From an optimization exercise on the open Yosys and OpenROAD flow, aimed at small area, a short achievable clock period and few clock cycles per item; shortcuts taken in it are not production practice.
Where RTL was checked, it was by simulation tests only, not by an equivalence proof against the original.

## matrix_mul
module matrix_mul(
    input wire clk,
    input wire reset,
    input wire start,
    input wire [8:0][7:0] matrix_a,
    input wire [8:0][7:0] matrix_b,
    output reg [8:0][15:0] result,
    output reg done
);
reg phase;
always @(posedge clk or posedge reset) begin
    if (reset) begin
        phase <= 1'b0;
        done  <= 1'b0;
    end else begin
        phase <= start & ~phase;
        if (phase)
            done <= 1'b1;
        else if (start)
            done <= 1'b0;
    end
end
wire load = start | phase;
wire [8:0][3:0] nib;
genvar e;
generate
    for (e = 0; e < 9; e = e + 1) begin : g_nib
        assign nib[e] = phase ? matrix_b[e][3:0] : matrix_b[e][7:4];
    end
endgenerate
wire e0_s1, e0_c2;
wire e0_s3, e0_c4;
wire e0_s5, e0_c6;
wire e0_s7, e0_c8;
wire e0_s9, e0_c10;
wire e0_s11, e0_c12;
wire e0_s13, e0_c14;
wire e0_s15, e0_c16;
wire e0_s17, e0_c18;
wire e0_s19, e0_c20;
wire e0_s21, e0_c22;
wire e0_s23, e0_c24;
wire e0_s25, e0_c26;
wire e0_s27, e0_c28;
wire e0_s29, e0_c30;
wire e0_s31, e0_c32;
wire e0_s33, e0_c34;
wire e0_s35, e0_c36;
  ...
Settings: LEC_CHECK=0, CAP_MARGIN=20, CORE_MARGIN=2, CORE_UTILIZATION=40, PLACE_DENSITY=0.6, SETUP_SLACK_MARGIN=4.5, SLEW_MARGIN=20, SYNTH_HIERARCHICAL=1, TNS_END_PERCENT=5; clock period 10.0 ns.
standard.sh (not shown) runs the stock make flow with config.mk's settings and CLKGATE_MAP_FILE= SYNTH_SCRIPT=/design/flow/synth_recipe.tcl, a recipe that flattens the netlist after the stock synthesis.
==> flow/flow/run.sh <==
#!/bin/bash
# Standard ORFS layout; the only change: ports are buffered with buf_1 cells
# instead of the default delay buffers. Full tool output goes to standard.log.
bash standard.sh finish "BUFFER_PORTS_ARGS=-buffer_cell sky130_fd_sc_hd__buf_1" > standard.log 2>&1
Testbench counts at the start, summed over its fixed seeds: cycles 1,024, items 512.
==> next run, changes <==
--- a/flow/config.mk
+++ b/flow/config.mk
@@ -11,3 +11,3 @@
 export PLACE_DENSITY = 0.6
-export SETUP_SLACK_MARGIN = 4.5
+export SETUP_SLACK_MARGIN = 4
 export SLEW_MARGIN = 20
=> Design area falls by 6.4%; register-to-register slack is worse by 0.05 ns; via count drops by 6.7%; core utilization drops by 3.1 points; hold slack stays flat; synthesized cell count stays the same; non-clock buffer count goes down by 134; worst setup slack loses 0.13 ns; area after synthesis stays the same.
==> next run, changes <==
==> flow/flow/run.sh (replaced) <==
#!/bin/bash
# The standard ORFS layout (the standard.sh, unchanged synthesis); the one
# change: ports are buffered with buf_1 cells instead of the default delay
# buffers. The full tool output goes to standard.log in this folder.
bash standard.sh finish "BUFFER_PORTS_ARGS=-buffer_cell sky130_fd_sc_hd__buf_1" > standard.log 2>&1
The new run finished with timing, DRC and antenna clean.
Non-clock buffer count is unchanged.
Clock skew stays the same.
Critical path depth is unchanged.

---

matrix_mul, a different RTL version from the one above (not shown whole).
For scale: roughly 3200 cells after synthesis, roughly 290 I/O pins.
## matrix_mul
module matrix_mul(
    input wire clk,
    input wire reset,
    input wire start,
    input wire [8:0][7:0] matrix_a,
    input wire [8:0][7:0] matrix_b,
    output reg [8:0][15:0] result,
    output reg done
);
==> flow/config.mk <==
export PLATFORM = sky130hd
export DESIGN_NAME = matrix_mul
export DESIGN_NICKNAME = matrix_mul
export VERILOG_FILES = /design/flow/design.v
export SDC_FILE = /design/flow/constraint.sdc
export NUM_CORES = 4
export LEC_CHECK = 0
export CAP_MARGIN = 20
export CORE_MARGIN = 2
export CORE_UTILIZATION = 30
export PLACE_DENSITY = 0.5
export SETUP_SLACK_MARGIN = 4
export SLEW_MARGIN = 20
export SYNTH_HIERARCHICAL = 1
export TNS_END_PERCENT = 5
==> flow/constraint.sdc <==
create_clock -name core_clock -period 10.0 [get_ports {clk}]
set_input_delay 2.0000 -clock core_clock [delete_from_list [all_inputs] [get_ports {clk}]]
set_output_delay 2.0000 -clock core_clock [all_outputs]
set_load 0.01 [all_outputs]
==> flow/flow/run.sh <==
#!/bin/bash
# Standard ORFS layout; the only change: ports are buffered with buf_1 cells
# instead of the default delay buffers. Full tool output goes to standard.log.
bash standard.sh finish "BUFFER_PORTS_ARGS=-buffer_cell sky130_fd_sc_hd__buf_1" > standard.log 2>&1
The starting point completed with no timing, DRC or antenna violations.
Rerun with:
Settings changed: SETUP_SLACK_MARGIN 4 to 4.2.
What happened: The changed run finished with timing, DRC and antenna clean. Global-route usage is higher by 0.18 points. Fmax grows by 1.1%. Critical path depth came out lower by 1. Area after synthesis stays the same. Utilization climbs by 0.87 points. Flip-flop and latch count does not change. Wire length rose by 1.8%. Via count increases by 0.52%. Register-to-register slack gains 0.10 ns. Synthesized cell count does not change. Final area rose by 2.5%.
Rerun with:
Settings changed: CORE_UTILIZATION 30 to 40, PLACE_DENSITY 0.5 to 0.6, SETUP_SLACK_MARGIN 4.2 to 4.
Setup slack loses 0.12 ns.
Global-route usage rises by 4.6 points.
Die area shrinks by 25%.
Fmax goes down by 1.9%.
Wire length went down by 5.5%.
Function was not checked in any run of this note: the RTL went through the layout flow alone.

## port drivers added, routing unchanged
Ports are ideal in the flow. The routed layouts listed here were re-timed in OpenROAD.
Step 1, drivers: a clkbuf_16 drives clk and a buf_2 each remaining input, both assumed.
Step 2 moves the port delays by t, midway between the first and last clock arrival at a register: inputs arrive t later, outputs are due t later. That takes back most of the time a late clock gives input paths.
Three values: ideal, step 1, step 2; two values: the first two.
| run | t (ns) | slack for setup (ns) | worst hold slack (ns) | pins driven straight from the clock port |
|---|---|---|---|---|
| the first run of note 1 | 0.568 | 4.171 / 4.203 / 3.635 | 0.486 / 0.486 / 0.486 | 1 |
| the second run of note 1 | 0.577 | 4.038 / 4.026 / 3.448 | 0.483 / 0.483 / 0.483 | 1 |
| the third run of note 1 | 0.577 | 4.038 / 4.026 / 3.448 | 0.483 / 0.483 / 0.483 | 1 |
| the first run of note 2 | 0.595 | 4.066 / 4.017 / 3.422 | 0.479 / 0.479 / 0.479 | 1 |
| the second run of note 2 | 0.579 | 4.132 / 4.140 / 3.561 | 0.485 / 0.485 / 0.485 | 1 |
| the third run of note 2 | 0.567 | 4.016 / 4.060 / 3.494 | 0.487 / 0.487 / 0.487 | 1 |
After both steps every run listed still meets setup and hold. For the first run of note 2, which loses most, drivers alone change the setup slack by -0.049 ns; drivers and shift together by -0.644 ns.
